Source: an optimization exercise on an open RTL-to-GDS flow (aim: small area). Production flows keep margins and buffers that such runs may drop. In this exercise RTL edits were held to simulation tests only and were not proved equivalent to the original. Power is estimated from default activity; no workload was simulated.

==> flow/design.v <==
module correlator(
clk_6M, rstz, p_1us,
psrxfhs_st_p,
ps_pagerespTO,
pk_encode, conns,
correWindow,
sync_in, ref_sync,
regi_correthreshold,
corre_threshold,
corre_tslotdly_endp, corre_halftslotdly_endp,
corre_trgp,
rx_trailer_st_p,
rxCAC, prerx_trans,
psrxfhs_corwin,
corre_nottrg_p
);
input clk_6M, rstz, p_1us;
input psrxfhs_st_p;
input ps_pagerespTO;
input pk_encode, conns;
input correWindow;
input [63:0] sync_in, ref_sync;
input [5:0] regi_correthreshold;
output corre_threshold;
output corre_tslotdly_endp, corre_halftslotdly_endp;
output corre_trgp;
output rx_trailer_st_p;
output rxCAC, prerx_trans;
output psrxfhs_corwin;
output corre_nottrg_p;
wire [63:0] corrbits = ref_sync!=64'b0 ? ~(sync_in ^ ref_sync) : 64'b0;
integer i;
reg [6:0] pscorres;
always @*
begin
  pscorres = 7'd0;
  for (i=0;i<64;i=i+1)
    begin
      pscorres = pscorres + corrbits[i];
    end
end
reg corre_threshold;
always @(posedge clk_6M or negedge rstz)
begin
  if (!rstz)
     corre_threshold <= 0;
  else if ((pscorres > regi_correthreshold) && correWindow & p_1us)
     corre_threshold <= 1'b1 ;
  else if (corre_tslotdly_endp)
     corre_threshold <= 1'b0 ;
end
reg corre_trgp_t;
always @(posedge clk_6M or negedge rstz)
begin
  if (!rstz)
     corre_trgp_t <= 1'b0;
  else if ((pscorres > regi_correthreshold) &&  correWindow & p_1us)
     corre_trgp_t <= 1'b1 ;
  else if (p_1us)
     corre_trgp_t <= 1'b0 ;
end
assign corre_trgp = corre_trgp_t & p_1us;
assign rx_trailer_st_p = (pscorres > regi_correthreshold) &&  correWindow & p_1us;
wire tslotdly_endp;
reg [9:0] counter_1us;
always @(posedge clk_6M or negedge rstz)
begin
  if (!rstz)
     counter_1us <= 0;
  else if (corre_trgp & p_1us)  
     counter_1us <= 10'h47;      
  else if (tslotdly_endp)  
     counter_1us <= 0;
  else if (p_1us)
     counter_1us <= counter_1us + 1'b1;
end
assign tslotdly_endp = (counter_1us == 10'd624) & p_1us;   
wire halftslotdly_endp = (counter_1us == 10'd312) & p_1us;   
assign corre_tslotdly_endp =  tslotdly_endp ;
assign corre_halftslotdly_endp = halftslotdly_endp ;   
reg rxCAC;
always @(posedge clk_6M or negedge rstz)
begin
  if (!rstz)
     rxCAC <= 1'b0;
  else if (corre_trgp & p_1us & !pk_encode & conns & correWindow)  
     rxCAC <= 1'b1;     
  else if (pk_encode)  
     rxCAC <= 1'b0;
end
reg prerx_trans;
always @(posedge clk_6M or negedge rstz)
begin
  if (!rstz)
     prerx_trans <= 1'b0;
  else if (rxCAC & p_1us & pk_encode & conns)  
     prerx_trans <= 1'b1;     
  else if (!pk_encode)  
     prerx_trans <= 1'b0;
end
reg psrxfhs_corwin;
always @(posedge clk_6M or negedge rstz)
begin
  if (!rstz)
     psrxfhs_corwin <= 1'b0;
  else if (psrxfhs_st_p)  
     psrxfhs_corwin <= 1'b1;     
  else if ((corre_trgp&p_1us) | ps_pagerespTO)
     psrxfhs_corwin <= 1'b0;
end
reg correWindow_d1;
always @(posedge clk_6M or negedge rstz)
begin
  if (!rstz)
     correWindow_d1 <= 1'b0;
  else if (p_1us)
     correWindow_d1 <= correWindow;     
end
wire correWindow_endp = !correWindow & correWindow_d1 & p_1us;
assign corre_nottrg_p = correWindow_endp & !corre_threshold;
endmodule
module ps_ctrl(
clk_6M, rstz, tslot_p, p_1us,
regi_Tpsinterval, regi_Tpswindow,
regi_psinterlace,
PageScanEnable,
ps, gips, spr,
pstxid, ps_corr_halftslotdly_endp,
PageScanWindow,
pagerespTO,
PageScanWindow1more,
PageScanWindow_endp
);
input clk_6M, rstz, tslot_p, p_1us;
input [15:0] regi_Tpsinterval, regi_Tpswindow;
input regi_psinterlace;
input PageScanEnable;
input ps, gips, spr;
input pstxid, ps_corr_halftslotdly_endp;
output PageScanWindow;
output pagerespTO;
output PageScanWindow1more;
output PageScanWindow_endp;
reg [15:0] pswindow_counter_tslot;
always @(posedge clk_6M or negedge rstz)
begin
  if (!rstz)
     pswindow_counter_tslot <= 0;
  else if (!PageScanEnable)
     pswindow_counter_tslot <= 0;
  else if (pswindow_counter_tslot==regi_Tpsinterval)
     pswindow_counter_tslot <= 0;
  else if (tslot_p)
     pswindow_counter_tslot <= pswindow_counter_tslot + 1'b1;
end
wire NorPageScanWindow = (pswindow_counter_tslot < regi_Tpswindow);
wire InterPageScanWindow = (pswindow_counter_tslot < {regi_Tpswindow,1'b0}) ;
assign PageScanWindow_raw =  regi_psinterlace & (regi_Tpsinterval >= {regi_Tpswindow,1'b0}) ? InterPageScanWindow : NorPageScanWindow;
wire PageScanWindow_t = PageScanWindow_raw & PageScanEnable;   
reg PageScanWindow_d1;
always @(posedge clk_6M or negedge rstz)
begin
  if (!rstz)
     PageScanWindow_d1 <= 0;
  else 
     PageScanWindow_d1 <= PageScanWindow_t;
end
assign PageScanWindow_endp = !PageScanWindow_t & PageScanWindow_d1;
assign PageScanWindow = PageScanWindow_d1;
reg [3:0] pagerespTO_count;
always @(posedge clk_6M or negedge rstz)
begin
  if (!rstz)
     pagerespTO_count <= 0;
  else if ((pstxid & ps_corr_halftslotdly_endp) | (!spr))
     pagerespTO_count <= 0;
  else if (tslot_p & spr)
     pagerespTO_count <= pagerespTO_count + 1'b1;
end
assign pagerespTO = (pagerespTO_count==4'h8) & tslot_p;
assign PageScanWindow1more = NorPageScanWindow;
endmodule
module page_ctrl(
clk_6M, rstz,
p_corre_threshold, mpr, CLKE,
page, Master_TX_tslot_endp, Master_RX_tslot_endp, m_tslot_p,
regi_Npage,
regi_slave_SRmode,
regi_Tsco,
regi_scolink_num,
regi_Page_Timeout,
pageAB_2Npage_count,
pageTO_status_p,
Atrain,
pagerespTO
);
input clk_6M, rstz;
input p_corre_threshold, mpr;
input [27:0] CLKE;
input page, Master_TX_tslot_endp, Master_RX_tslot_endp, m_tslot_p;
input [9:0] regi_Npage;
input [1:0] regi_slave_SRmode;
input [2:0] regi_Tsco;
input [1:0] regi_scolink_num;
input [15:0] regi_Page_Timeout;
output [3:0] pageAB_2Npage_count;
output pageTO_status_p;
output Atrain;
output pagerespTO;
reg [9:0] Npage;
always @*
begin
  if (regi_Tsco==3'd6)
    begin
      case(regi_scolink_num)
        2'd0:
          begin        
              Npage = (regi_slave_SRmode==2'd0) ? (regi_Npage>=10'd0 ? regi_Npage : 10'd0) :
                      (regi_slave_SRmode==2'd1) ? (regi_Npage>=10'd127 ? regi_Npage : 10'd127) :
                                             (regi_Npage>=10'd255 ? regi_Npage : 10'd255) ;
          end
        2'd1:
          begin        
              Npage = (regi_slave_SRmode==2'd0) ? (regi_Npage>=10'd1 ? regi_Npage : 10'd1) :
                      (regi_slave_SRmode==2'd1) ? (regi_Npage>=10'd255 ? regi_Npage : 10'd255) :
                                             (regi_Npage>=10'd511 ? regi_Npage : 10'd511) ;
          end
        default:
          begin        
              Npage = (regi_slave_SRmode==2'd0) ? (regi_Npage>=10'd2 ? regi_Npage : 10'd2) :
                      (regi_slave_SRmode==2'd1) ? (regi_Npage>=10'd383 ? regi_Npage : 10'd383) :
                                             (regi_Npage>=10'd767 ? regi_Npage : 10'd767) ;
          end
      endcase
    end
  else
    Npage = regi_Npage;
end
reg [2:0] p_count;
always @(posedge clk_6M or negedge rstz)
begin
  if (!rstz)
     p_count <= 0;
  else if (!page)
     p_count <= 0;
  else if (Master_RX_tslot_endp)
     p_count <= p_count + 1'b1 ;
end
reg [9:0] train_count;
always @(posedge clk_6M or negedge rstz)
begin
  if (!rstz)
     train_count <= 0;
  else if ((train_count==Npage & p_count==3'd7 & Master_RX_tslot_endp) | !page)
     train_count <= 0;
  else if (p_count==3'd7 & Master_RX_tslot_endp)
     train_count <= train_count + 1'b1 ;
end
reg AB_count;
always @(posedge clk_6M or negedge rstz)
begin
  if (!rstz)
     AB_count <= 0;
  else if (!page)
     AB_count <= 0;
  else if (train_count==Npage & p_count==3'd7 & Master_RX_tslot_endp)
     AB_count <= AB_count + 1'b1 ;
end
assign Atrain = !AB_count;
reg [3:0] pageAB_2Npage_count;
always @(posedge clk_6M or negedge rstz)
begin
  if (!rstz)
     pageAB_2Npage_count <= 0;
  else if (!page)
     pageAB_2Npage_count <= 0;
  else if (AB_count==1'b1 & train_count==Npage & p_count==3'd7 & Master_RX_tslot_endp)
     pageAB_2Npage_count <= pageAB_2Npage_count + 1'b1 ;
end
reg pageTO_status_p;
reg [15:0] pagetimeout_count;
always @(posedge clk_6M or negedge rstz)
begin
  if (!rstz)
     pagetimeout_count <= 0;
  else if (pageTO_status_p | !page)
     pagetimeout_count <= 0;
  else if (m_tslot_p)
     pagetimeout_count <= pagetimeout_count + 1'b1 ;
end
always @(posedge clk_6M or negedge rstz)
begin
  if (!rstz)
     pageTO_status_p <= 0;
  else if (pageTO_status_p & m_tslot_p)
     pageTO_status_p <= 0;
  else if (m_tslot_p)
     pageTO_status_p <= (pagetimeout_count > regi_Page_Timeout) ;
end
reg [2:0] pagerespTO_count;
always @(posedge clk_6M or negedge rstz)
begin
  if (!rstz)
     pagerespTO_count <= 0;
  else if ((page & p_corre_threshold & CLKE[1] & m_tslot_p) | (!mpr))
     pagerespTO_count <= 0;
  else if (m_tslot_p & mpr)
     pagerespTO_count <= pagerespTO_count + 1'b1;
end
assign pagerespTO = (pagerespTO_count==3'h7) & m_tslot_p;
endmodule
module is_ctrl(
clk_6M, rstz, tslot_p, p_1us,
is_randwin,
regi_Tsco,
regi_scolink_num,
regi_Tisinterval, regi_Tiswindow,
regi_isinterlace,
regi_InquiryScanEnable,
is, giis,
InquiryScanWindow,
InquiryScanWindow_endp
);
input clk_6M, rstz, tslot_p, p_1us;
input is_randwin;
input [2:0] regi_Tsco;
input [1:0] regi_scolink_num;
input [15:0] regi_Tisinterval, regi_Tiswindow;
input regi_isinterlace;
input regi_InquiryScanEnable;
input is, giis;
output InquiryScanWindow;
output InquiryScanWindow_endp;
wire [15:0] Tisinterval = regi_Tisinterval > 16'h1000 ? 16'h1000 : regi_Tisinterval;   
reg [15:0] Tiswindow;
always @*
begin
  if (regi_Tsco==3'd6)
    begin
      case(regi_scolink_num)
        2'd0:
          begin
            Tiswindow = regi_Tiswindow;
          end
        2'd1:
          begin
            Tiswindow = regi_Tiswindow > 16'd36 ? regi_Tiswindow : 16'd36 ;
          end
        default:  
          begin
            Tiswindow = regi_Tiswindow > 16'd54 ? regi_Tiswindow : 16'd54 ;
          end
      endcase
    end
  else
    Tiswindow = regi_Tiswindow;
end  
reg [15:0] pswindow_counter_tslot;
always @(posedge clk_6M or negedge rstz)
begin
  if (!rstz)
     pswindow_counter_tslot <= 0;
  else if (!regi_InquiryScanEnable)
     pswindow_counter_tslot <= 0;
  else if (is_randwin)
     pswindow_counter_tslot <= regi_isinterlace ? {Tiswindow,1'b0} : Tiswindow;
  else if (pswindow_counter_tslot==Tisinterval)
     pswindow_counter_tslot <= 0;
  else if (tslot_p)
     pswindow_counter_tslot <= pswindow_counter_tslot + 1'b1;
end
wire NorInquiryScanWindow = (pswindow_counter_tslot < Tiswindow);
wire InterInquiryScanWindow = (pswindow_counter_tslot < {Tiswindow,1'b0}) ;
assign InquiryScanWindow_raw =  regi_isinterlace & (Tisinterval >= {Tiswindow,1'b0}) ? InterInquiryScanWindow : NorInquiryScanWindow;
assign InquiryScanWindow_t = InquiryScanWindow_raw & regi_InquiryScanEnable & !is_randwin;   
reg InquiryScanWindow_d1;
always @(posedge clk_6M or negedge rstz)
begin
  if (!rstz)
     InquiryScanWindow_d1 <= 0;
  else 
     InquiryScanWindow_d1 <= InquiryScanWindow_t;
end
assign InquiryScanWindow_endp = !InquiryScanWindow_t & InquiryScanWindow_d1;
assign InquiryScanWindow = InquiryScanWindow_d1;
endmodule
module inquiry_ctrl(
clk_6M, rstz,
inquiry,  Master_RX_tslot_endp, m_tslot_p,
regi_Ninquiry,
regi_Inquiry_Length, regi_Extended_Inquiry_Length,
inquiryAB_2Ninquiry_count,
inquiryTO_status_p,
Atrain
);
input clk_6M, rstz;
input inquiry,  Master_RX_tslot_endp, m_tslot_p;
input [9:0] regi_Ninquiry;
input [15:0] regi_Inquiry_Length, regi_Extended_Inquiry_Length;
output [3:0] inquiryAB_2Ninquiry_count;
output inquiryTO_status_p;
output Atrain;
wire [9:0] Ninquiry = regi_Ninquiry >= 10'd256 ? regi_Ninquiry : 10'd256;
reg [2:0] p_count;
always @(posedge clk_6M or negedge rstz)
begin
  if (!rstz)
     p_count <= 0;
  else if (!inquiry)
     p_count <= 0;
  else if (Master_RX_tslot_endp)
     p_count <= p_count + 1'b1 ;
end
reg [9:0] train_count;
always @(posedge clk_6M or negedge rstz)
begin
  if (!rstz)
     train_count <= 0;
  else if ((train_count==Ninquiry & p_count==3'd7 & Master_RX_tslot_endp) | !inquiry)
     train_count <= 0;
  else if (p_count==3'd7 & Master_RX_tslot_endp)
     train_count <= train_count + 1'b1 ;
end
reg AB_count;
always @(posedge clk_6M or negedge rstz)
begin
  if (!rstz)
     AB_count <= 0;
  else if (!inquiry)
     AB_count <= 0;
  else if (train_count==Ninquiry & p_count==3'd7 & Master_RX_tslot_endp)
     AB_count <= AB_count + 1'b1 ;
end
assign Atrain = !AB_count;
reg [3:0] inquiryAB_2Ninquiry_count;
always @(posedge clk_6M or negedge rstz)
begin
  if (!rstz)
     inquiryAB_2Ninquiry_count <= 0;
  else if (!inquiry)
     inquiryAB_2Ninquiry_count <= 0;
  else if (AB_count==1'b1 & train_count==Ninquiry & p_count==3'd7 & Master_RX_tslot_endp)
     inquiryAB_2Ninquiry_count <= inquiryAB_2Ninquiry_count + 1'b1 ;
end
reg inquiryTO_status_p;
reg [15:0] inquirytimeout_count;
always @(posedge clk_6M or negedge rstz)
begin
  if (!rstz)
     inquirytimeout_count <= 0;
  else if (inquiryTO_status_p | !inquiry)
     inquirytimeout_count <= 0;
  else if (m_tslot_p)
     inquirytimeout_count <= inquirytimeout_count + 1'b1 ;
end
wire [15:0] inquiry_len = regi_Inquiry_Length + regi_Extended_Inquiry_Length;
always @(posedge clk_6M or negedge rstz)
begin
  if (!rstz)
     inquiryTO_status_p <= 0;
  else if (inquiryTO_status_p & m_tslot_p)
     inquiryTO_status_p <= 0;
  else if (m_tslot_p)
     inquiryTO_status_p <= (inquirytimeout_count > inquiry_len) ;
end
endmodule
module linkctrler(
clk_6M, rstz, p_1us, s_tslot_p,
conns_rx1stslot,
m_inquiry_uncerWindow,
mask_corre_win,
occpuy_slots,
sendoldpy,
rxextendslot,
py_endp,
ms_RXslot_endp,
ms_acltxcmd_p,
rxisfhs, dec_hecgood, dec_crcgood,
s_half_tslot_p,
regi_LMPcmdfg,
regi_pagetruncated,
regi_InquiryEnable_oneshot,  regi_PageEnable_oneshot, 
regi_ConnHold_oneshot, regi_ConnSniff_oneshot, regi_ConnPark_oneshot,
Master_TX_tslot_endp, Master_RX_tslot_endp, m_tslot_p, m_half_tslot_p, ms_tslot_p,
CLKE, CLK, CLKN,
Slave_TX_tslot_endp, Slave_RX_tslot_endp,
m_page_uncerWindow, m_conns_uncerWindow, s_conns_uncerWindow, spr_correWin,
regi_extendedInquiryResponse,
Inquiry_Complete_status,
regi_Tpsinterval, regi_Tpswindow,
regi_Tisinterval, regi_Tiswindow,
regi_correthreshold,
regi_psinterlace, regi_isinterlace,
regi_syncword_DAC,
regi_syncword_GIAC, regi_syncword_CAC,
regi_inquiryDIAC, regi_syncword_DIAC,
sync_in,
regi_Npage,
regi_slave_SRmode,
regi_Tsco,
regi_scolink_num,
regi_Page_Timeout,
regi_isMaxRand,
regi_PageScanEnable_oneshot, regi_PageScanCancel_oneshot, 
regi_InquiryScanEnable_oneshot, regi_InquiryScanCancel_oneshot,
rxispoll, lt_addressed,
regi_Ninquiry,
regi_Inquiry_Length, regi_Extended_Inquiry_Length,
dec_iscanEIR,
regi_isMaster,
txextendslot,
regi_txcmd_p,
ps, gips, is, giis, page, inquiry, mpr, spr, ir, conns,
ps_corre_sync_p, conns_corre_sync_p,
pageAB_2Npage_count,
counter_isFHS,
Atrain,
ps_N_incr_p,
prs_clock_frozen, prm_clock_frozen,
tx_packet_st_p,
psrxfhs, inquiryrxfhs,
rx_trailer_st_p,
pagetxfhs, istxfhs, connsnewmaster, connsnewslave,
pk_encode,
pssyncCLK_p,
conns_tx1stslot,
pk_encode_1stslot,
ms_txcmd_p,
rxCAC, prerx_trans,
LMP_c_slot,
pstxid,
psrxfhs_succ_p,
PageScanWindow_endp,
InquiryScanWindow_endp,
correWindow,
corre_nottrg_p,
counter_clkN1, counter_clkE1,
psackfhs, pagetmp, pagerxackfhs,
corre_threshold,
scancase,
fk_page,
ps_pagerespTO,
regi_txdatready,
m_2active_p, s_2active_p,
m_fail2active_p, s_fail2active_p,
connsactive,
regi_lc_cs,
corre_trgp,
istxextFHS,
extFHS_correwin
);
input clk_6M, rstz, p_1us, s_tslot_p;
input conns_rx1stslot;
input m_inquiry_uncerWindow;
input mask_corre_win;
input [2:0] occpuy_slots;
input sendoldpy;
input rxextendslot;
input py_endp;
input ms_RXslot_endp;
input ms_acltxcmd_p;
input rxisfhs, dec_hecgood, dec_crcgood;
input s_half_tslot_p;
input regi_LMPcmdfg;
input regi_pagetruncated;
input regi_InquiryEnable_oneshot,  regi_PageEnable_oneshot;
input regi_ConnHold_oneshot, regi_ConnSniff_oneshot, regi_ConnPark_oneshot;
input Master_TX_tslot_endp, Master_RX_tslot_endp, m_tslot_p, m_half_tslot_p, ms_tslot_p;
input [27:0] CLKE, CLK, CLKN;
input Slave_TX_tslot_endp, Slave_RX_tslot_endp;
input m_page_uncerWindow, m_conns_uncerWindow, s_conns_uncerWindow, spr_correWin;
input regi_extendedInquiryResponse;
input Inquiry_Complete_status;
input [15:0] regi_Tpsinterval, regi_Tpswindow;
input [15:0] regi_Tisinterval, regi_Tiswindow;
input [5:0] regi_correthreshold;
input regi_psinterlace, regi_isinterlace;
input [63:0] regi_syncword_DAC, regi_syncword_GIAC, regi_syncword_CAC, regi_syncword_DIAC;
input regi_inquiryDIAC;
input [63:0] sync_in;
input [9:0] regi_Npage;
input [1:0] regi_slave_SRmode;
input [2:0] regi_Tsco;
input [1:0] regi_scolink_num;
input [15:0] regi_Page_Timeout;
input [9:0] regi_isMaxRand;
input regi_PageScanEnable_oneshot, regi_PageScanCancel_oneshot;
input regi_InquiryScanEnable_oneshot, regi_InquiryScanCancel_oneshot;
input rxispoll, lt_addressed;
input [9:0] regi_Ninquiry;
input [15:0] regi_Inquiry_Length, regi_Extended_Inquiry_Length;
input dec_iscanEIR;
input regi_isMaster;
input txextendslot;
input regi_txcmd_p;
output ps, gips, is, giis, page, inquiry, mpr, spr, ir, conns;
output ps_corre_sync_p, conns_corre_sync_p;
output [3:0] pageAB_2Npage_count;
output [4:0] counter_isFHS;
output Atrain;
output ps_N_incr_p;
output prs_clock_frozen, prm_clock_frozen;
output tx_packet_st_p;
output psrxfhs, inquiryrxfhs;
output rx_trailer_st_p;
output pagetxfhs, istxfhs, connsnewmaster, connsnewslave;
output pk_encode;
output pssyncCLK_p;
output conns_tx1stslot;
output pk_encode_1stslot;
output ms_txcmd_p;
assign ms_txcmd_p = 1'b0;
output rxCAC, prerx_trans;
output LMP_c_slot;
output pstxid;
output psrxfhs_succ_p;
output PageScanWindow_endp;
output InquiryScanWindow_endp;
output correWindow;
output corre_nottrg_p;
output [5:0] counter_clkN1;
output [4:0] counter_clkE1;
output psackfhs, pagetmp, pagerxackfhs ;
output corre_threshold;
output scancase;
output fk_page;
output ps_pagerespTO;
output regi_txdatready;
output m_2active_p, s_2active_p;
output m_fail2active_p, s_fail2active_p;
output connsactive;
output [4:0] regi_lc_cs;
output corre_trgp;
output istxextFHS;
output extFHS_correwin;
wire is_randwin_endp;
wire PageScanWindow, InquiryScanWindow;
wire corre_threshold;
wire ps_corre_threshold    =  corre_threshold ; 
wire p_corre_threshold     =  corre_threshold ; 
wire is_corre_threshold    =  corre_threshold ; 
wire conns_corre_threshold =  corre_threshold ; 
wire corr_tslotdly_endp, corr_halftslotdly_endp;
wire ps_corr_halftslotdly_endp = corr_halftslotdly_endp;
wire pageTO_status, inquiryTO;
wire is_corr_4tslotdly_endp, is_corr_3tslotdly_endp, is_corr_2tslotdly_endp, is_corr_tslotdly_endp;
wire ps_pagerespTO, page_pagerespTO;
wire psrxfhs_corwin;
wire PageScanWindow1more;
wire psrxfhs;
wire istxfhs_tslotdly_endp, istxfhs_tslot2dly_endp, isextfhs_tslotdly_endp;
reg m_corre, s_corre;
wire newconnectionTO;
wire inqExt_tslotdly_endp, inqExt_tslot2dly_endp;
reg m_txcmd, s_txcmd;
reg m_conns_1stslot, s_conns_1stslot;
wire conns_tx_pac_st_p;
wire connsactive;
wire singleslot;
reg ms_enable;
parameter STANDBY_STATE=5'd0, Inquiry_STATE=5'd1, InquiryScan_STATE=5'd2, Page_STATE=5'd3, PageScan_STATE=5'd4,
          CONNECTIONActive_STATE=5'd5, CONNECTIONHold_STATE=5'd6, CONNECTIONSniff_STATE=5'd7, CONNECTIONPark_STATE=5'd8,
          PageMasterResp_STATE=5'd9, PageMasterResp_rxid_STATE=5'd10, PageMasterResp_txfhs_STATE=5'd11,
          PageMasterResp_rxackfhs_STATE=5'd12, PageScan1more_STATE=5'd13, PageSlaveResp_txid_STATE=5'd14,
          PageSlaveResp_rxfhs_STATE=5'd15, PageSlaveResp_ackfhs_STATE=5'd16, InquiryScanRand_STATE=5'd17,
          InquiryScantxFHS_STATE=5'd18, InquiryScantxExtIRP_STATE=5'd19, CONNECTIONnewslave_STATE=5'd20, CONNECTIONnewmaster_STATE=5'd21,
          InquiryEIR_STATE=5'd22, Inquiryintern_STATE=5'd23, Pagetmp_STATE=5'd24, PageSlaveResp_rxfhsdone_STATE=5'd25,
          CONNECTIONnewslave_ackpoll_STATE=5'd26, Inquiryrsp_STATE=5'd27, InquiryScanMatch_STATE=5'd28;
reg [4:0] cs, ns, pre_state_ff, pre_state;
assign regi_lc_cs = cs;
always @(posedge clk_6M or negedge rstz)
begin
  if (!rstz)
    begin
      cs <= 0;
      pre_state_ff <= 0;
    end 
  else if (p_1us)
    begin
      cs <= ns;
      pre_state_ff <= pre_state;
    end
end
always @*
begin
  ns = cs;
  pre_state = pre_state_ff;
  case(cs)
    STANDBY_STATE:
      begin
        pre_state = STANDBY_STATE;
        if (regi_InquiryEnable_oneshot)
          ns = Inquiry_STATE;
        else if (InquiryScanWindow)   
          ns = InquiryScan_STATE;
        else if (regi_PageEnable_oneshot)
          ns = Page_STATE;
        else if (PageScanWindow)   
          ns = PageScan_STATE;
      end  
    CONNECTIONnewslave_STATE:
      begin
        if (s_corre & rxispoll & s_tslot_p & lt_addressed)    
          ns = CONNECTIONnewslave_ackpoll_STATE;
        else if (newconnectionTO)
          ns = PageScan_STATE;
      end
    CONNECTIONnewslave_ackpoll_STATE:
      begin
        if (s_tslot_p)                  
          ns = CONNECTIONActive_STATE;
      end
    CONNECTIONnewmaster_STATE:
      begin
        if (m_corre & m_tslot_p)
          ns = CONNECTIONActive_STATE;         
        else if (newconnectionTO)
          ns = Page_STATE;
      end
    CONNECTIONActive_STATE:
      begin
        pre_state = CONNECTIONActive_STATE;
        if (regi_ConnHold_oneshot)
          ns = CONNECTIONHold_STATE;
        else if (regi_ConnSniff_oneshot)
          ns = CONNECTIONSniff_STATE;
        else if (regi_ConnPark_oneshot)
          ns = CONNECTIONPark_STATE;
        else if (regi_InquiryEnable_oneshot)
          ns = Inquiry_STATE;
        else if (InquiryScanWindow)   
          ns = InquiryScan_STATE;
        else if (regi_PageEnable_oneshot)
          ns = Page_STATE;
        else if (PageScanWindow)   
          ns = PageScan_STATE;
      end  
    CONNECTIONHold_STATE:
      begin
        pre_state = CONNECTIONHold_STATE;
        if (regi_InquiryEnable_oneshot)
          ns = Inquiry_STATE;
        else if (InquiryScanWindow)   
          ns = InquiryScan_STATE;
        else if (regi_PageEnable_oneshot)
          ns = Page_STATE;
        else if (PageScanWindow)   
          ns = PageScan_STATE;        
      end
    Page_STATE:    
      begin
        if (pageTO_status)
          ns = pre_state_ff;
        else if (p_corre_threshold & CLKE[1])
          ns = Pagetmp_STATE;  
      end  
    Pagetmp_STATE:    
      begin
        if (m_tslot_p)
          ns = PageMasterResp_txfhs_STATE;  
      end  
    PageMasterResp_txfhs_STATE:   
      begin        
        if (pageTO_status)
          ns = pre_state_ff;
        else if (!CLKE[1] & m_tslot_p)
          ns = PageMasterResp_rxackfhs_STATE;
      end  
    PageMasterResp_rxackfhs_STATE:   
      begin        
        if (pageTO_status)
          ns = pre_state_ff;
        else if (m_corre & CLKE[1] & m_tslot_p)
          ns = CONNECTIONnewmaster_STATE;
        else if (page_pagerespTO)
          ns = Page_STATE;
        else if (m_tslot_p)
          ns = PageMasterResp_txfhs_STATE;
      end  
    PageScan_STATE:
      begin
        if (!PageScanWindow)
          ns = pre_state_ff;
        else if (ps_corre_threshold & corr_tslotdly_endp)
          ns = PageSlaveResp_txid_STATE; 
      end  
    PageScan1more_STATE:
      begin        
        if (!PageScanWindow1more)
          ns = pre_state_ff;
        else if (ps_corre_threshold & corr_tslotdly_endp)   
          ns = PageSlaveResp_txid_STATE;
      end  
    PageSlaveResp_txid_STATE:    
      begin        
        if (ps_corr_halftslotdly_endp)   
          ns = PageSlaveResp_rxfhs_STATE;
      end  
    PageSlaveResp_rxfhs_STATE:    
      begin        
        if (ps_pagerespTO)
          ns = PageScan1more_STATE;
        else if (ps_corre_threshold & rxisfhs & dec_hecgood & dec_crcgood)  
          ns = PageSlaveResp_rxfhsdone_STATE;
      end  
    PageSlaveResp_rxfhsdone_STATE:    
      begin        
        if (s_tslot_p) 
          ns = PageSlaveResp_ackfhs_STATE;
      end  
    PageSlaveResp_ackfhs_STATE:   
      begin        
        if (s_tslot_p)       
          ns = CONNECTIONnewslave_STATE;
      end  
    InquiryScan_STATE:    
      begin
        if (!InquiryScanWindow)
          ns = pre_state_ff;
        else if (corre_trgp)  
          ns = InquiryScanMatch_STATE;  
      end  
    InquiryScanMatch_STATE:    
      begin
        if (is_corre_threshold & corr_tslotdly_endp)   
          ns = InquiryScantxFHS_STATE;
      end  
    InquiryScanRand_STATE:    
      begin
        if (is_randwin_endp)
          ns = pre_state_ff;
      end  
    InquiryScantxFHS_STATE:     
      begin
        if (regi_extendedInquiryResponse & istxfhs_tslot2dly_endp)
          ns = InquiryScantxExtIRP_STATE;
        else if (!regi_extendedInquiryResponse & istxfhs_tslotdly_endp)
          ns = pre_state_ff;  
      end  
    InquiryScantxExtIRP_STATE:    
      begin
        if (isextfhs_tslotdly_endp)
          ns = pre_state_ff;  
      end  
    Inquiry_STATE:
      begin
        if (inquiryTO)
          ns = pre_state_ff;
        else if (corre_threshold)
          ns = Inquiryrsp_STATE;
      end  
    Inquiryrsp_STATE:
      begin
        if ((!dec_iscanEIR) & corr_tslotdly_endp)
          ns = Inquiryintern_STATE;
        else if (dec_iscanEIR & corr_tslotdly_endp)
          ns = InquiryEIR_STATE;
      end  
    InquiryEIR_STATE:   
      begin
        if (inqExt_tslot2dly_endp)
          ns = Inquiryintern_STATE;
      end  
    Inquiryintern_STATE:
      begin
        if (m_tslot_p)
          ns = Inquiry_STATE;
      end  
  endcase
end
reg [11:0] is_counter_1us;
always @(posedge clk_6M or negedge rstz)
begin
  if (!rstz)
     is_counter_1us <= 0;
  else if (cs==InquiryScan_STATE)
     is_counter_1us <= 0;
  else if (cs==Inquiryrsp_STATE & dec_iscanEIR & corr_tslotdly_endp)
     is_counter_1us <= 0;
  else if (p_1us & (cs==InquiryEIR_STATE))
     is_counter_1us <= is_counter_1us + 1'b1;
  else if (regi_extendedInquiryResponse & istxfhs_tslot2dly_endp & (cs==InquiryScantxFHS_STATE))
     is_counter_1us <= 0;     
  else if (is_corre_threshold & corr_tslotdly_endp & (cs==InquiryScan_STATE))
     is_counter_1us <= 0;     
  else if (p_1us & (cs==InquiryScantxFHS_STATE || cs==InquiryScantxExtIRP_STATE))
     is_counter_1us <= is_counter_1us + 1'b1;
end
assign istxfhs_tslotdly_endp  = (is_counter_1us==12'd624)  & p_1us & (cs==InquiryScantxFHS_STATE);
assign istxfhs_tslot2dly_endp = (is_counter_1us==12'd1249) & p_1us & (cs==InquiryScantxFHS_STATE);
wire [11:0] extfhs_endcnt = occpuy_slots==3'd5 ? 12'd3124 :
                     occpuy_slots==3'd3 ? 12'd1874 :
                                          12'd624 ;
assign isextfhs_tslotdly_endp =  (is_counter_1us==extfhs_endcnt)  & p_1us & (cs==InquiryScantxExtIRP_STATE);
assign inqExt_tslotdly_endp   = (is_counter_1us==12'd624)  & p_1us & (cs==InquiryEIR_STATE) ;
assign extFHS_correwin = (is_counter_1us>=12'd614) & (is_counter_1us<=12'd702) & (cs==InquiryEIR_STATE) ;
assign inqExt_tslot2dly_endp  = (is_counter_1us==(extfhs_endcnt+12'd625)) & p_1us & (cs==InquiryEIR_STATE) ;
reg PageScanEnable;
always @(posedge clk_6M or negedge rstz)
begin
  if (!rstz)
     PageScanEnable <= 1'b0;
  else if (regi_PageScanEnable_oneshot)
     PageScanEnable <= 1'b1;
  else if ((cs==PageSlaveResp_ackfhs_STATE & s_tslot_p) || regi_PageScanCancel_oneshot)
     PageScanEnable <= 1'b0;
end
reg InquiryScanEnable;
always @(posedge clk_6M or negedge rstz)
begin
  if (!rstz)
     InquiryScanEnable <= 1'b0;
  else if (regi_InquiryScanEnable_oneshot)
     InquiryScanEnable <= 1'b1;
  else if (regi_InquiryScanCancel_oneshot)
     InquiryScanEnable <= 1'b0;
end
wire enter_rand_p = ((cs==InquiryScantxFHS_STATE) & (!regi_extendedInquiryResponse & istxfhs_tslotdly_endp)) |
                       ((cs==InquiryScantxExtIRP_STATE) & isextfhs_tslotdly_endp );
reg is_randwin;
always @(posedge clk_6M or negedge rstz)
begin
  if (!rstz)
     is_randwin <= 1'b0;
  else if (is_randwin_endp)
     is_randwin <= 1'b0;
  else if (enter_rand_p)   
     is_randwin <=  1'b1;
end
reg [9:0] randcnt;
always @(posedge clk_6M or negedge rstz)
begin
  if (!rstz)
     randcnt <= 10'b0;
  else if (!is_randwin)
     randcnt <=  10'b0;
  else if (is_randwin & ms_tslot_p)
     randcnt <= randcnt+1'b1;
end
assign is_randwin_endp = (randcnt == regi_isMaxRand) & is_randwin & ms_tslot_p;
reg [4:0] counter_isFHS;
wire isFHS_en = regi_isMaster ? ( dec_iscanEIR ? (cs==InquiryEIR_STATE) & inqExt_tslot2dly_endp : 
                                                                 (cs==Inquiryrsp_STATE) & corr_tslotdly_endp ) : 
                regi_extendedInquiryResponse ? (cs==InquiryScantxExtIRP_STATE) & isextfhs_tslotdly_endp :
                                               (cs==InquiryScantxFHS_STATE) & istxfhs_tslotdly_endp;
always @(posedge clk_6M or negedge rstz)
begin
  if (!rstz)
    begin
     counter_isFHS <= 0;
    end 
  else if (isFHS_en)
    begin
     counter_isFHS <= counter_isFHS+1'b1;
    end 
end
reg [5:0] counter_clkN1;
always @(posedge clk_6M or negedge rstz)
begin
  if (!rstz)
    begin
     counter_clkN1 <= 0;
    end 
  else if (!spr)   
    begin
     counter_clkN1 <= 6'h1;
    end 
  else if (psrxfhs_succ_p)
     counter_clkN1 <= {counter_clkN1[5:1],1'b0};
  else if (ps_N_incr_p)
    begin
     counter_clkN1 <= counter_clkN1+1'b1;
    end 
end
reg [4:0] counter_clkE1;
always @(posedge clk_6M or negedge rstz)
begin
  if (!rstz)
    begin
     counter_clkE1 <= 0;
    end 
  else if (!mpr)   
    begin
     counter_clkE1 <= 5'd1;
    end 
  else if (CLKE[1] & m_tslot_p)
    begin
     counter_clkE1 <= counter_clkE1+1'b1;
    end 
end
wire corre_trgp;
assign ps_corre_sync_p = corre_trgp & (ps|spr);
assign conns_corre_sync_p = corre_trgp & conns;
reg prs_clock_frozen;
always @(posedge clk_6M or negedge rstz)
begin
  if (!rstz)
    begin
     prs_clock_frozen <= 0;
    end 
  else if (!PageScanWindow)
    begin
     prs_clock_frozen <= 0;
    end     
  else if (cs==PageSlaveResp_ackfhs_STATE && s_tslot_p)
    begin
     prs_clock_frozen <= 1'b0;
    end 
  else if (ps & ps_corre_sync_p) 
    begin
     prs_clock_frozen <= 1'b1;
    end 
end
reg prm_clock_frozen;
always @(posedge clk_6M or negedge rstz)
begin
  if (!rstz)
    begin
     prm_clock_frozen <= 0;
    end 
  else if (pageTO_status)
    begin
     prm_clock_frozen <= 0;
    end        
  else if (cs==PageMasterResp_rxackfhs_STATE && m_corre & CLKE[1] & m_tslot_p)
    begin
     prm_clock_frozen <= 1'b0;
    end 
  else if (page && p_corre_threshold )  
    begin
     prm_clock_frozen <= 1'b1;
    end 
end
reg [10:0] ps_FHS_count_1us;
always @(posedge clk_6M or negedge rstz)
begin
  if (!rstz)
    begin
     ps_FHS_count_1us <= 0;
    end 
  else if ( cs==PageSlaveResp_txid_STATE && ps_corr_halftslotdly_endp)
     ps_FHS_count_1us <= 0;
  else if ( cs==PageSlaveResp_rxfhs_STATE && (ps_FHS_count_1us==11'd1249) && p_1us)
     ps_FHS_count_1us <= 0;  
  else if ( cs==PageSlaveResp_ackfhs_STATE && (ps_FHS_count_1us==11'd1249) && p_1us)
     ps_FHS_count_1us <= 0;  
  else if ((cs==PageSlaveResp_rxfhs_STATE | cs==PageSlaveResp_ackfhs_STATE) & p_1us)
    begin
     ps_FHS_count_1us <= ps_FHS_count_1us + 1'b1;
    end 
  else if (p_1us)
     ps_FHS_count_1us <= 0;
end
assign ps_N_incr_p = pstxid ? ps_corr_halftslotdly_endp : (s_tslot_p & spr);  
wire s_wpoll = cs == CONNECTIONnewslave_STATE;
wire newc_p = regi_isMaster ? connsnewmaster & (!m_corre) & m_tslot_p & CLK[1] : s_wpoll & CLK[1] & s_tslot_p;
reg [4:0] newconnectionTO_count;
always @(posedge clk_6M or negedge rstz)
begin
  if (!rstz)
     newconnectionTO_count <= 0;
  else if (regi_isMaster & (!connsnewmaster))
     newconnectionTO_count <= 0;
  else if ((!regi_isMaster) & (!s_wpoll))
     newconnectionTO_count <= 0;
  else if (newc_p)
     newconnectionTO_count <= newconnectionTO_count + 1'b1;
end
assign newconnectionTO = newconnectionTO_count > 5'd15;
ps_ctrl ps_ctrl_u(
.clk_6M                   (clk_6M                   ), 
.rstz                     (rstz                     ), 
.tslot_p                  (s_tslot_p                ), 
.p_1us                    (p_1us                    ),
.regi_Tpsinterval         (regi_Tpsinterval         ), 
.regi_Tpswindow           (regi_Tpswindow           ),
.regi_psinterlace         (regi_psinterlace         ),
.PageScanEnable           (PageScanEnable           ),
.ps                       (ps                       ),
.gips                     (gips                     ),
.spr                      (spr                      ),
.pstxid                   (pstxid                   ), 
.ps_corr_halftslotdly_endp(ps_corr_halftslotdly_endp),
.PageScanWindow           (PageScanWindow           ),
.pagerespTO               (ps_pagerespTO            ),
.PageScanWindow1more      (PageScanWindow1more      ),
.PageScanWindow_endp      (PageScanWindow_endp      )
);
page_ctrl page_ctrl_u(
.clk_6M              (clk_6M              ), 
.rstz                (rstz                ),
.p_corre_threshold   (m_corre             ), 
.mpr                 (mpr                 ),
.CLKE                (CLKE                ),
.page                (page                ), 
.Master_TX_tslot_endp(Master_TX_tslot_endp),
.Master_RX_tslot_endp(Master_RX_tslot_endp),
.m_tslot_p           (m_tslot_p           ),
.regi_Npage          (regi_Npage          ),
.regi_slave_SRmode   (regi_slave_SRmode   ),
.regi_Tsco           (regi_Tsco           ),
.regi_scolink_num    (regi_scolink_num    ),
.regi_Page_Timeout   (regi_Page_Timeout   ),
.pageAB_2Npage_count (pageAB_2Npage_count ),
.pageTO_status_p     (pageTO_status       ),
.Atrain              (Atrain              ),
.pagerespTO          (page_pagerespTO     )
);
wire p_correWin = m_page_uncerWindow ;
wire mpr_correWin = m_page_uncerWindow ;
wire page_rx_endp = CLKE[1] & m_tslot_p;
is_ctrl is_ctrl_u(
.clk_6M                (clk_6M                ), 
.rstz                  (rstz                  ), 
.tslot_p               (s_tslot_p             ), 
.p_1us                 (p_1us                 ),
.is_randwin            (is_randwin            ),
.regi_Tsco             (regi_Tsco             ),
.regi_scolink_num      (regi_scolink_num      ),
.regi_Tisinterval      (regi_Tisinterval      ), 
.regi_Tiswindow        (regi_Tiswindow        ),
.regi_isinterlace      (regi_isinterlace      ),
.regi_InquiryScanEnable(InquiryScanEnable     ),
.is                    (is                    ), 
.giis                  (giis                  ),
.InquiryScanWindow     (InquiryScanWindow     ),
.InquiryScanWindow_endp(InquiryScanWindow_endp)
);
inquiry_ctrl inquiry_ctrl_u(
.clk_6M                      (clk_6M                      ), 
.rstz                        (rstz                        ),
.inquiry                     (inquiry                     ),  
.Master_RX_tslot_endp        (Master_RX_tslot_endp        ), 
.m_tslot_p                   (m_tslot_p                   ),
.regi_Ninquiry               (regi_Ninquiry               ),
.regi_Inquiry_Length         (regi_Inquiry_Length         ), 
.regi_Extended_Inquiry_Length(regi_Extended_Inquiry_Length),
.inquiryTO_status_p          (inquiryTO                   ),
.Atrain                      (inquiryAtrain               )
);
wire ConnsWindow_t = regi_isMaster ? m_conns_uncerWindow : s_conns_uncerWindow;  
wire ConnsWindow = ConnsWindow_t & (!ms_enable) & (!mask_corre_win) & (!rxextendslot);
wire [63:0] ref_sync = PageScanWindow | page | mpr | spr | ps ? regi_syncword_DAC :
                       InquiryScanWindow | inquiry | ir ? (regi_inquiryDIAC ? regi_syncword_DIAC : regi_syncword_GIAC) :
                       conns ? regi_syncword_CAC : 64'b0 ;
wire correWindow = inquiry ? m_inquiry_uncerWindow :
                   ir ? extFHS_correwin :
                   page    ? p_correWin :
                   ps ? PageScanWindow :
                   spr ? spr_correWin | psrxfhs_corwin :
                   mpr ? mpr_correWin :
                   is ? InquiryScanWindow :
                   conns ? ConnsWindow : 1'b0;
correlator correlator_u(
.clk_6M                 (clk_6M                   ), 
.rstz                   (rstz                     ), 
.psrxfhs_st_p           (psrxfhs_st_p             ),
.ps_pagerespTO          (ps_pagerespTO            ),
.p_1us                  (p_1us                    ),
.pk_encode              (pk_encode                ), 
.conns                  (conns                    ),
.correWindow            (correWindow              ),
.sync_in                (sync_in                  ), 
.ref_sync               (ref_sync                 ),
.regi_correthreshold    (regi_correthreshold      ),
.corre_threshold        (corre_threshold          ),
.corre_tslotdly_endp    (corr_tslotdly_endp       ), 
.corre_halftslotdly_endp(corr_halftslotdly_endp   ),
.corre_trgp             (corre_trgp               ),
.rx_trailer_st_p        (raw_rx_trailer_st_p      ),
.rxCAC                  (rxCAC                    ), 
.prerx_trans            (prerx_trans              ),
.psrxfhs_corwin         (psrxfhs_corwin           ),
.corre_nottrg_p         (corre_nottrg_p           )
);
always @(posedge clk_6M or negedge rstz)
begin
  if (!rstz)
    begin
     m_corre <= 0;
    end 
  else if (corre_trgp)
    begin
     m_corre <= 1'b1;
    end 
  else if (m_tslot_p)
    begin
     m_corre <= 1'b0;
    end 
end
always @(posedge clk_6M or negedge rstz)
begin
  if (!rstz)
    begin
     s_corre <= 0;
    end 
  else if (corre_trgp)
    begin
     s_corre <= 1'b1;
    end 
  else if (s_tslot_p)
    begin
     s_corre <= 1'b0;
    end 
end
assign rx_trailer_st_p = raw_rx_trailer_st_p & (spr | conns | inquiry | ir);
assign fk_page = (cs == Page_STATE);
assign page = (cs == Page_STATE) | (cs == Pagetmp_STATE) ;
assign ps =  (cs==PageScan_STATE) | (cs==PageScan1more_STATE);
assign inquiry =  (cs==Inquiry_STATE);
assign is = (cs==InquiryScan_STATE);
assign gips = ps & regi_psinterlace & (regi_Tpsinterval >= {regi_Tpswindow,1'b0});
assign giis = is & regi_isinterlace & (regi_Tisinterval >= {regi_Tiswindow,1'b0});
assign mpr = (cs==PageMasterResp_txfhs_STATE) | (cs==PageMasterResp_rxackfhs_STATE) ;
assign spr = (cs==PageSlaveResp_txid_STATE) | (cs==PageSlaveResp_rxfhs_STATE) | (cs==PageSlaveResp_rxfhsdone_STATE) | (cs==PageSlaveResp_ackfhs_STATE);
assign ir = (cs==InquiryScanMatch_STATE) | (cs==InquiryScantxFHS_STATE) | (cs==InquiryScantxExtIRP_STATE) | (cs==Inquiryrsp_STATE) | (cs==InquiryEIR_STATE);
assign istxextFHS = (cs==InquiryScantxExtIRP_STATE);
assign pagetmp = (cs==Pagetmp_STATE);
assign pagetxfhs = (cs==PageMasterResp_txfhs_STATE);
assign pagerxackfhs = (cs==PageMasterResp_rxackfhs_STATE);
assign istxfhs = (cs==InquiryScantxFHS_STATE);
assign connsnewmaster = (cs==CONNECTIONnewmaster_STATE);
assign connsnewslave = (cs==CONNECTIONnewslave_STATE) | (cs==CONNECTIONnewslave_ackpoll_STATE);
assign s_2active_p = (cs==CONNECTIONnewslave_ackpoll_STATE) & s_tslot_p;
assign m_2active_p = (cs==CONNECTIONnewmaster_STATE) & m_corre & m_tslot_p;
assign s_fail2active_p = (cs==CONNECTIONnewslave_STATE) & newconnectionTO;
assign m_fail2active_p = (cs==CONNECTIONnewmaster_STATE) & newconnectionTO;
assign conns = (cs==CONNECTIONActive_STATE) | connsnewslave | connsnewmaster;
assign connsactive = (cs==CONNECTIONActive_STATE);
assign pstxid = (cs==PageSlaveResp_txid_STATE);
assign psackfhs = (cs==PageSlaveResp_ackfhs_STATE);
assign psrxfhs = (cs==PageSlaveResp_rxfhs_STATE) | (cs==PageSlaveResp_rxfhsdone_STATE);
assign inquiryrxfhs = (cs==Inquiryrsp_STATE);
assign pssyncCLK_p = (cs==PageSlaveResp_ackfhs_STATE) & s_half_tslot_p; 
assign psrxfhs_succ_p = (cs==PageSlaveResp_rxfhs_STATE) & corre_trgp;
assign psrxfhs_st_p = pstxid & ps_corr_halftslotdly_endp;
assign tx_packet_st_p = 
                       page & m_corre    ?  CLKE[1] & m_tslot_p & (!regi_pagetruncated)  :    
                       page & (!m_corre) ? (!CLKE[1] & m_half_tslot_p) | (CLKE[1] & m_tslot_p ) :    
                     inquiry ? (!CLK[1]  & m_half_tslot_p) | (CLK[1]  & m_tslot_p ) :    
                     ps  ? ps_corre_threshold & corr_tslotdly_endp :   
                     cs==PageSlaveResp_rxfhsdone_STATE ? s_tslot_p :    
                     cs==InquiryScanMatch_STATE ? is_corre_threshold & corr_tslotdly_endp :   
                     cs==InquiryScantxFHS_STATE ? regi_extendedInquiryResponse & istxfhs_tslot2dly_endp :  
                     cs==PageMasterResp_rxackfhs_STATE & m_corre    ?  CLKE[1] & m_tslot_p :   
                     cs==PageMasterResp_rxackfhs_STATE & (!m_corre) ?  CLKE[1] & m_tslot_p & (!regi_pagetruncated) :   
                     cs==CONNECTIONnewmaster_STATE ? (!m_corre) & CLKE[1] & m_tslot_p :    
                     cs==CONNECTIONnewslave_STATE  ? s_corre & rxispoll & s_tslot_p & lt_addressed :    
                     conns ? conns_tx_pac_st_p :   
                     1'b0;
wire pk_encode_1stslot = page | mpr ? !CLKE[1] :
                   spr ? (cs==PageSlaveResp_txid_STATE) | (cs==PageSlaveResp_ackfhs_STATE) :
                   connsnewmaster | connsnewslave ? (regi_isMaster ? !CLK[1] : CLK[1]) :
                   conns ? conns_tx1stslot :  
                   inquiry ? !CLKN[1] :
                   cs==InquiryScantxFHS_STATE ? 1'b1 :
                   cs==InquiryScantxExtIRP_STATE ? 1'b1 : 
                   1'b0;
wire m_scotxcmd_p = 1'b0;  
wire s_scotxcmd_p = 1'b0;  
wire s_1st_resp_p_t = connsnewslave & s_corre & rxispoll & s_tslot_p & lt_addressed;
wire s1_resp_p_t    = connsactive & s_corre & s_tslot_p & lt_addressed;
wire s_1st_resp_p = s_1st_resp_p_t & (!regi_isMaster);
wire s1_resp_p    = s1_resp_p_t    & (!regi_isMaster);
reg [2:0] s_slotcnt;
always @(posedge clk_6M or negedge rstz)
begin
  if (!rstz)
     ms_enable <= 0;
  else if (s1_resp_p & !singleslot)
     ms_enable <= 1'b1;
  else if (s_slotcnt==occpuy_slots & s_tslot_p)
     ms_enable <= 1'b0;
end
always @(posedge clk_6M or negedge rstz)
begin
  if (!rstz)
     s_slotcnt <= 0;
  else if (s1_resp_p & !singleslot)
     s_slotcnt <= 3'd2;
  else if (s_tslot_p & ms_enable)
     s_slotcnt <= s_slotcnt+1'b1;
end
wire sm_resp_p = s_slotcnt==occpuy_slots & s_tslot_p & ms_enable;
wire s_resp_p = singleslot ? s1_resp_p : sm_resp_p;
wire m_txcmd_p;
wire m_1st_resp_p_t =  connsnewmaster & m_corre & m_tslot_p;
reg m_1stcmdperiod;
always @(posedge clk_6M or negedge rstz)
begin
  if (!rstz)
     m_1stcmdperiod <= 0;
  else if (m_1st_resp_p_t)
     m_1stcmdperiod <= 1'b1;
  else if (m_txcmd_p)   
     m_1stcmdperiod <= 1'b0;
end
assign singleslot = occpuy_slots==3'd1;
always @(posedge clk_6M or negedge rstz)
begin
  if (!rstz)
     m_txcmd <= 0;
  else if (regi_txcmd_p)
     m_txcmd <= 1'b1;
  else if (m_1stcmdperiod & m_tslot_p & CLK[1])
     m_txcmd <= 1'b0;
  else if (m_tslot_p & CLK[1] & singleslot)    
     m_txcmd <= 1'b0;
  else if (ms_RXslot_endp)  
     m_txcmd <= 1'b0;
  else if (!conns_rx1stslot & m_tslot_p & CLK[1] & !singleslot)
     m_txcmd <= 1'b0;
end
assign m_txcmd_p = singleslot | m_1stcmdperiod ? m_txcmd & m_tslot_p & CLK[1] : 
                                                 m_txcmd & (ms_RXslot_endp | (!conns_rx1stslot & m_tslot_p & CLK[1] & !singleslot));
reg ms_conns_tx1stslot;
always @(posedge clk_6M or negedge rstz)
begin
  if (!rstz)
     ms_conns_tx1stslot <= 0;
  else if (conns_tx_pac_st_p)
     ms_conns_tx1stslot <= 1'b1;
  else if (ms_tslot_p)
     ms_conns_tx1stslot <= 1'b0;
end
wire regw_txdatready_p;
assign regw_txdatready_p = 1'b0;
reg regi_txdatready;
always @(posedge clk_6M or negedge rstz)
begin
  if (!rstz)
     regi_txdatready <= 0;
  else if (regw_txdatready_p)
     regi_txdatready <= 1'b1;
  else if (pk_encode & py_endp)  
     regi_txdatready <= 1'b0;
end
wire ms_isoacl_p = 1'b0;  
wire m_re_tx_p = ms_RXslot_endp & sendoldpy & regi_isMaster;
assign conns_tx_pac_st_p = ms_isoacl_p | m_txcmd_p | m_re_tx_p | s_1st_resp_p | s_resp_p;  
assign conns_tx1stslot = conns & ms_conns_tx1stslot; 
assign pk_encode = pk_encode_1stslot | txextendslot;
reg LMPcmd;
always @(posedge clk_6M or negedge rstz)
begin
  if (!rstz)
     LMPcmd <= 0;
  else if (ms_txcmd_p & regi_LMPcmdfg)
     LMPcmd <= 1'b1;
  else if (ms_tslot_p & !pk_encode)
     LMPcmd <= 1'b0;
end
reg LMP_c_slot;
always @(posedge clk_6M or negedge rstz)
begin
  if (!rstz)
     LMP_c_slot <= 1'b0;
  else if (LMPcmd & ms_tslot_p)
     LMP_c_slot <= 1'b1;
  else if (ms_tslot_p)
     LMP_c_slot <= 1'b0 ;
end
assign scancase = ps | is | gips | giis;
reg [1:0] scancase_ff;
always @(posedge clk_6M or negedge rstz)
begin
  if (!rstz)
     scancase_ff <= 0;
  else 
     scancase_ff <= {scancase_ff[0],scancase};
end
wire scancase_fk_chg_p = scancase_ff[0] & (!scancase_ff[1]);
endmodule
==> flow/run.sh <==
#!/bin/bash
# synth_recipe.tcl (not shown) runs the flow's synth.tcl, then flattens the netlist and writes it again
# the make line also repeats each setting of config.mk as NAME=value (left out here)
make -C /OpenROAD-flow-scripts/flow DESIGN_CONFIG=/design/flow/config.mk WORK_HOME=/design/flow/orfs CLKGATE_MAP_FILE= SYNTH_SCRIPT=/design/flow/synth_recipe.tcl finish
==> flow/config.mk <==
export PLATFORM = sky130hd
export DESIGN_NAME = linkctrler
export DESIGN_NICKNAME = linkctrler
export VERILOG_FILES = /design/flow/design.v
export SDC_FILE = /design/flow/constraint.sdc
export NUM_CORES = 4
export LEC_CHECK = 0
export CAP_MARGIN = 20
export CORE_MARGIN = 2
export CORE_UTILIZATION = 40
export PLACE_DENSITY = 0.6
export SLEW_MARGIN = 20
==> flow/constraint.sdc <==
create_clock -name core_clock -period 25.0 [get_ports {clk_6M}]
set_input_delay 5.0000 -clock core_clock [delete_from_list [all_inputs] [get_ports {clk_6M}]]
set_output_delay 5.0000 -clock core_clock [all_outputs]
set_load 0.01 [all_outputs]
==> flow_metrics.env, run 1 <==
export IMPL_switching_power_mw=2.03
export IMPL_cts_buffers_inserted=17
export IMPL_clockPowerShare_pct=6.5
export IMPL_rsz0062_at_grt="false"
export IMPL_initial_utilization_pct=40.7
export IMPL_whs_ps=477
export IMPL_skew_ps=13.9
export IMPL_swShare_pct=49.2
export IMPL_worstSetupPathType="in2out"
export IMPL_seq_power_share_pct=8.1
export IMPL_syn_to_final_growth_pct=34.6
export IMPL_die_area_um2=53100
export IMPL_grt_max_degree=104
export IMPL_utilization_pct=54.8
export IMPL_period_share_pct=88.3
export IMPL_cts_tree="built"
export IMPL_via_count=21600
export IMPL_rows=82
export IMPL_fin_nets=3978
export IMPL_synth_avg_cell_area_um2=7.90
export IMPL_die_y_um=230
export IMPL_postCtsSetupBuffers=0
export IMPL_report_final_slew_viol_count=0
export IMPL_ctsHoldBuffers=0
export IMPL_yosysWarnings=12
export IMPL_arrival_ps=17070
export IMPL_cts_root_buf="clkbuf_16"
export IMPL_clkSlewWorstSetupHoldPaths_ps=70
export IMPL_ys_seq_area_share_pct=21.2
export IMPL_cts_htree_levels=4
export IMPL_period_minus_slack_ps=22070
export IMPL_required_ps=20000
export IMPL_cp_end_kind="primary output"
export IMPL_track_usage_pct=32.6
export IMPL_wl_per_cell_um=23.3
export IMPL_worst_setup_path_start_kind="primary input"
export IMPL_hold_violations=0
export IMPL_ys_ff_latch=174
export IMPL_die_x_um=230
export IMPL_syn_area_um2=20500
export IMPL_drv_cap=0
export IMPL_synth_edf_count=0
export IMPL_wl_mm=89.1
export IMPL_ys_flop_type="dfrtp_1"
export IMPL_leakagePower_nw=12.2
export IMPL_clk_latency_ps=460
export IMPL_yosysUniqueCellTypes=77
export IMPL_overflow=0
export IMPL_fmax_mhz=45.3
export IMPL_drive_gt1_share_pct=2.62
export IMPL_portBuffers=588
export IMPL_slowest_delay_ps=930
export IMPL_netlist_instances=2596
export IMPL_dr_first_iter_drc_count=1822
export IMPL_combPwrFrac_pct=85.4
export IMPL_status="finished clean"
export IMPL_grt_pass1_vias=21400
export IMPL_ant_nets=0
export IMPL_worst_pin_slew_ps=1050
export IMPL_ir_drop_uv=864
export IMPL_dr_pass1_iters=5
export IMPL_crit_top_cell="fa_1"
export IMPL_ios=690
export IMPL_finalSetupViolCount=0
export IMPL_drc=0
export IMPL_viasPerCell=5.67
export IMPL_dp_hpwl_mm=73.3
export IMPL_slew_headroom_pct=29.8
export IMPL_hp_class="reg2reg"
export IMPL_cts_repair_resized=0
export IMPL_yosysTopAreaCellShare_pct=21.2
export IMPL_slowest_stage="nor4_4"
export IMPL_intPower_mw=2.10
export IMPL_cts_path_max_buffers=2
export IMPL_power_density_nw_per_um2=150
export IMPL_grt_antenna_before_repair=25
export IMPL_async_reset_ff_share_pct=100
export IMPL_synth_largest_area_cell="dfrtp_1"
export IMPL_clock_sinks=174
export IMPL_core_region_area_um2=50400
export IMPL_grt_pass1_wl_mm=132
export IMPL_synth_area_leaders="dfrtp_1 21%, ha_1 12%, fa_1 5.4%, xnor2_1 5.1%, xor2_1 4.8%"
export IMPL_finalWeightedCongestion=1.04
export IMPL_tns_ps=0
export IMPL_crit_fanout=42
==> kinds of logic (layout without fill, tap and decap cells) <==
group                    after synthesis  after routing  synth area share, %
AO/OA/AOI/OAI                        617            617                 18.3
XOR/XNOR                             232            232                 9.91
adder cells (fa/ha/maj)              252            252                 17.4
buffers and inverters                305            832                 5.86
flip-flops                           174            174                 21.2
multiplexers                         100            100                 4.90
other                                  1             26               0.0183
AND/OR/NAND/NOR                      915            915                 22.4
==> critical path: cells and delay by family <==
family / cells / cell delay (ps)
multiplexers: 1 / 280
XOR/XNOR: 1 / 120
AO/OA/AOI/OAI: 8 / 1710
adder cells (fa/ha/maj): 11 / 5010
buffers and inverters: 9 / 2450
AND/OR/NAND/NOR: 7 / 2390
==> per-layer routing <==
layer / global-route usage, % / wire length (um)
met2: 55.7 / 43300
met5: 0 / 54
met3: 6.79 / 6410
met1: 38.8 / 35000
met4: 16.2 / 4400
==> metrics by stage <==
stage / total power [mW] / cell area (um^2) / std cells / setup slack [ps]
floorplan: 3.00 / 20500 / 2601 / 5800
global placement: 3.72 / 27000 / 3768 / 3290
detailed placement: 3.82 / 27000 / 3768 / 3180
CTS: 4.12 / 27600 / 3800 / 3160
global route: 4.67 / 27600 / 3816 / 2260
finish: 4.13 / 27600 / 3820 / 2930
==> power groups by stage <==
stage | sequential [mW] | clock (mW) | combinational (mW)
global route | 0.337 | 0.285 | 4.05
finish | 0.333 | 0.270 | 3.53
CTS | 0.332 | 0.276 | 3.51
global placement | 0.337 | 0 | 3.38
floorplan | 0.329 | 0 | 2.67
detailed placement | 0.337 | 0 | 3.48
==> registers in the layout, indices dropped and copies added, names as in the netlist, 6 cells and up <==
| signal | count |
|---|---|
| ps_ctrl_u.pswindow_counter_tslot | 16 |
| randcnt | 10 |
| counter_clkN1 | 6 |
| page_ctrl_u.train_count | 10 |
| page_ctrl_u.pagetimeout_count | 16 |
| inquiry_ctrl_u.inquirytimeout_count | 16 |
| is_ctrl_u.pswindow_counter_tslot | 16 |
| is_counter_1us | 12 |
| correlator_u.counter_1us | 10 |
==> worst paths after layout <==
check,slack [ps],cells after the start,startpoint,to
max,2930,37,regi_inquiryDIAC,rx_trailer_st_p
min reg2reg,480,1,counter_isFHS[4],counter_isFHS[4]
max reg2reg,12250,38,cs[0],correlator_u.corre_trgp_t
max in group asynchronous,18800,2,rstz,ps_ctrl_u.pswindow_counter_tslot[1]
min in group asynchronous,4640,1,rstz,page_ctrl_u.pagetimeout_count[10]
min,480,1,counter_isFHS[4],counter_isFHS[4]
==> layout make-up <==
| class | count | area, um^2 |
|---|---|---|
| well taps | 672 | 841 |
| multi-input cells | 2122 | 15000 |
| diodes | 20 | 50.0 |
| fillers | 4785 | 22800 |
| inverters | 190 | 713 |
| clock buffers | 18 | 439 |
| flip-flops and latches | 174 | 4350 |
| clock inverters | 14 | 146 |
| repair buffers | 610 | 6050 |
==> Yosys cell counts (32+ instances only) <==
cell	count
a21o_1	35
a21oi_1	165
a31oi_1	83
and2_1	34
and3_1	32
clkbuf_1	64
dfrtp_1	174
fa_1	55
ha_1	197
inv_1	186
mux2i_1	96
nand2_1	223
nand2b_1	72
nand3_1	71
nand4_1	64
nor2_1	219
nor2b_1	62
nor3_1	36
nor4_1	46
o21ai_0	156
xnor2_1	120
xor2_1	112
==> cell usage in the layout, fill, tap and decap left out, types with 18 or more instances in the layout <==
master	synthesis	routed
fa_1	55	55
mux2i_1	96	96
o21ai_0	156	156
nand2_1	223	223
and2_1	34	33
a21o_1	35	35
buf_4	4	23
diode_2	0	20
nor2b_1	62	62
nor3_1	36	36
clkdlybuf4s50_1	0	586
nand4_1	64	64
inv_1	186	186
nand3_1	71	71
xor2_1	112	112
nand2b_1	72	72
a211oi_1	18	18
xnor2_1	120	120
and3_1	32	32
ha_1	197	197
a21oi_1	165	165
a31oi_1	83	83
o21a_1	23	23
o22ai_1	24	24
dfrtp_1	174	174
nor2_1	219	219
nor4_1	46	45
==> run 2: changes to the inputs <==
==> flow/flow/run.sh (new file) <==
#!/bin/bash
# Standard ORFS layout, but the port buffers use the smallest buffer cell.
set -euo pipefail
export BUFFER_PORTS_ARGS="-buffer_cell sky130_fd_sc_hd__buf_1"
bash standard.sh > standard_make.log 2>&1
==> flow/standard.sh (new file) <==
#!/bin/bash
# synth_recipe.tcl (not shown) runs the flow's synth.tcl, then flattens the netlist and writes it again
# the make line also repeats each setting of config.mk as NAME=value (left out here)
make -C /OpenROAD-flow-scripts/flow DESIGN_CONFIG=/design/flow/config.mk WORK_HOME=/design/flow/orfs CLKGATE_MAP_FILE= SYNTH_SCRIPT=/design/flow/synth_recipe.tcl "${@:-finish}"
removed: flow/run.sh
==> run 2 against run 1 <==
  * Global-route usage grew 0.24 points
  * Critical path type unchanged
  * Die area unchanged
  * Critical endpoint unchanged
  * Still clean on timing, DRC and antenna
  * Utilization is 7.2 points lower
  * Cell count fell by 0.18%
==> flow_metrics.env, run 2 <==
export IMPL_ant_nets=0
export IMPL_cts_root_buf="clkbuf_16"
export IMPL_tns_ps=0
export IMPL_multi_input_area_um2=15000
export IMPL_grt_antenna_before_repair=24
export IMPL_syn_area_um2=20500
export IMPL_setup_ws_ps=3580
export IMPL_ys_flop_type="dfrtp_1"
export IMPL_final_common_cell="buf_1"
export IMPL_finalWeightedCongestion=1.05
export IMPL_layoutNonFillerInstCount=3813
export IMPL_power_density_nw_per_um2=168
export IMPL_yosysTopAreaCellShare_pct=21.2
export IMPL_cts_repair_resized=0
export IMPL_synth_area_leaders="dfrtp_1 21%, ha_1 12%, fa_1 5.4%, xnor2_1 5.1%, xor2_1 4.8%"
export IMPL_rows=82
export IMPL_synth_common_cells="223 x nand2_1, 219 x nor2_1, 197 x ha_1"
export IMPL_async_reset_ff_share_pct=100
export IMPL_worst_pin_slew_ps=973
export IMPL_total_power_mw=4.03
export IMPL_rsz0062_at_grt="false"
export IMPL_drc=0
export IMPL_fmax_mhz=46.7
export IMPL_utilization_pct=47.6
export IMPL_ir_drop_uv=915
export IMPL_overflow=0
export IMPL_grt_max_degree=85
export IMPL_postCtsSetupBuffers=0
export IMPL_yosysMostFrequentCell="nand2_1"
export IMPL_crit_fanout=64
export IMPL_clockPowerShare_pct=7.4
export IMPL_skew_ps=17.4
export IMPL_viasPerCell=5.68
export IMPL_ios=690
export IMPL_dp_slack_ps=3770
export IMPL_drive_gt1_share_pct=2.69
export IMPL_ys_seq_area_share_pct=21.2
export IMPL_cts_buffers_inserted=17
export IMPL_synth_largest_area_cell="dfrtp_1"
export IMPL_slowest_stage="buf_4"
export IMPL_cp_end_kind="primary output"
export IMPL_required_ps=20000
export IMPL_portBuffers=588
export IMPL_ys_ff_latch=174
export IMPL_initial_utilization_pct=40.7
export IMPL_cts_tree="built"
export IMPL_dp_cells=3769
export IMPL_netlist_instances=2596
export IMPL_grt_pass1_vias=21300
export IMPL_period_minus_slack_ps=21420
export IMPL_finalSetupViolCount=0
export IMPL_die_y_um=230
export IMPL_clk_latency_ps=460
export IMPL_switching_power_mw=1.97
export IMPL_yosysWarnings=12
export IMPL_combPwrFrac_pct=84.3
export IMPL_cts_htree_levels=4
export IMPL_clock_sinks=174
export IMPL_die_area_um2=53100
export IMPL_regArea_um2=4350
export IMPL_dp_hpwl_mm=74.1
export IMPL_fin_nets=3979
export IMPL_status="finished clean"
export IMPL_synth_edf_count=0
export IMPL_crit_top_cell="fa_1"
export IMPL_intPower_mw=2.06
export IMPL_slew_headroom_pct=35.1
export IMPL_core_region_area_um2=50400
export IMPL_wl_mm=89.5
export IMPL_arrival_ps=16420
export IMPL_yosysUniqueCellTypes=77
export IMPL_hold_violations=0
export IMPL_dr_pass1_iters=5
export IMPL_syn_to_final_growth_pct=16.9
export IMPL_clkSlewWorstSetupHoldPaths_ps=70
export IMPL_leakagePower_nw=10.7
export IMPL_slowest_delay_ps=700
export IMPL_ctsHoldBuffers=0
export IMPL_worstSetupPathType="in2out"
export IMPL_synth_avg_cell_area_um2=7.90
export IMPL_final_cell_mix="584 x buf_1, 223 x nand2_1, 219 x nor2_1, 197 x ha_1, 186 x inv_1"
export IMPL_dr_first_iter_drc_count=1478
export IMPL_track_usage_pct=32.8
export IMPL_seq_power_share_pct=8.3
export IMPL_via_count=21600
export IMPL_period_share_pct=85.7
export IMPL_grt_pass1_wl_mm=132
export IMPL_fillers=5226
export IMPL_worst_setup_path_start_kind="primary input"
export IMPL_swShare_pct=48.8
export IMPL_report_final_slew_viol_count=0
export IMPL_wl_per_cell_um=23.5
export IMPL_die_x_um=230
export IMPL_hp_class="reg2reg"
export IMPL_drv_cap=0
export IMPL_cts_path_max_buffers=2
## run 2: cell counts after synthesis
No cell type changed its count.
## run 2: critical path: cells and delay by family
family,cells,cell delay [ps]
AO/OA/AOI/OAI,8,1700
buffers and inverters,8,1970
adder cells (fa/ha/maj),12,5440
XOR/XNOR,1,90
AND/OR/NAND/NOR,7,1870
multiplexers,1,260
## run 2: worst paths after layout
check / from / end / slack, ps / depth (start not counted)
max: regi_inquiryDIAC / rx_trailer_st_p / 3580 / 37
max in group asynchronous: rstz / ms_enable / 18980 / 2
min in group asynchronous: rstz / page_ctrl_u.pagetimeout_count[12] / 4580 / 1
min reg2reg: counter_isFHS[4] / counter_isFHS[4] / 480 / 1
max reg2reg: cs[0] / correlator_u.corre_trgp_t / 12320 / 38
min: counter_isFHS[4] / counter_isFHS[4] / 480 / 1
## run 2: metal layers
metal | track usage [%] | part of all wire, % | vias to the layer above
met5 | 0 | 0.11 | -
met4 | 13.5 | 4.2 | 14
met3 | 6.92 | 7.2 | 138
li1 | - | - | 10200
met1 | 39.8 | 40 | 10500
met2 | 56.6 | 49 | 790
## run 2: area by class of cell
type                    count  area share [%]
multi-input cells        2122            62.6
flip-flops and latches    174            18.2
repair buffers            611            9.97
well taps                 672            3.51
inverters                 190            2.97
clock buffers              17            1.77
clock inverters            14           0.845
diodes                     13           0.136
## run 2: kinds of logic (layout without fill, tap and decap cells)
kind of cell,Yosys count,in the layout,share of synthesized area (%)
buffers and inverters,305,832,5.86
flip-flops,174,174,21.2
XOR/XNOR,232,232,9.91
other,1,19,0.0183
AND/OR/NAND/NOR,915,915,22.4
multiplexers,100,100,4.90
AO/OA/AOI/OAI,617,617,18.3
adder cells (fa/ha/maj),252,252,17.4
## run 2: power by group through the flow
stage | combinational, mW | sequential [mW] | clock (mW)
after floorplan | 2.67 | 0.329 | 0
after global placement | 3.29 | 0.338 | 0
after detailed placement | 3.39 | 0.339 | 0
after CTS | 3.41 | 0.334 | 0.304
after global routing | 4.04 | 0.338 | 0.315
final | 3.40 | 0.335 | 0.298
## run 2: metrics by stage
step	cell area, um^2	hold WS, ps
2_1_floorplan	20500	449
3_3_place_gp	23300	460
3_5_place_dp	23300	465
4_1_cts	23900	479
5_1_grt	24000	510
6_report	24000	477

[separate check: timing with driven ports]
Ports are ideal in the flow. The routed layouts listed here were re-timed in OpenROAD.
Step 1: set_driving_cell puts a clkbuf_16 on clk_6M and a buf_2 on each other input, an assumption about the parent block.
Step 2 also shifts input and output timing later by t, the mid clock arrival at the registers, as if the neighbouring blocks saw the same clock.
a / b / c = no drivers / after step 1 / after step 2; a / b = the first two.
| run | shift t [ns] | setup slack, ns | latest minus earliest clock arrival (ns) | pins driven straight from the clock port |
|---|---|---|---|---|
| run 1 | 0.506 | 2.932 / 2.905 / 2.905 | 0.015 / 0.015 | 1 |
| run 2 | 0.498 | 3.582 / 3.554 / 3.554 | 0.019 / 0.018 | 1 |
After both steps every run listed still meets setup and hold. The setup slack of run 2, which loses most, moves by -0.028 ns with the drivers and by -0.028 ns with both steps.
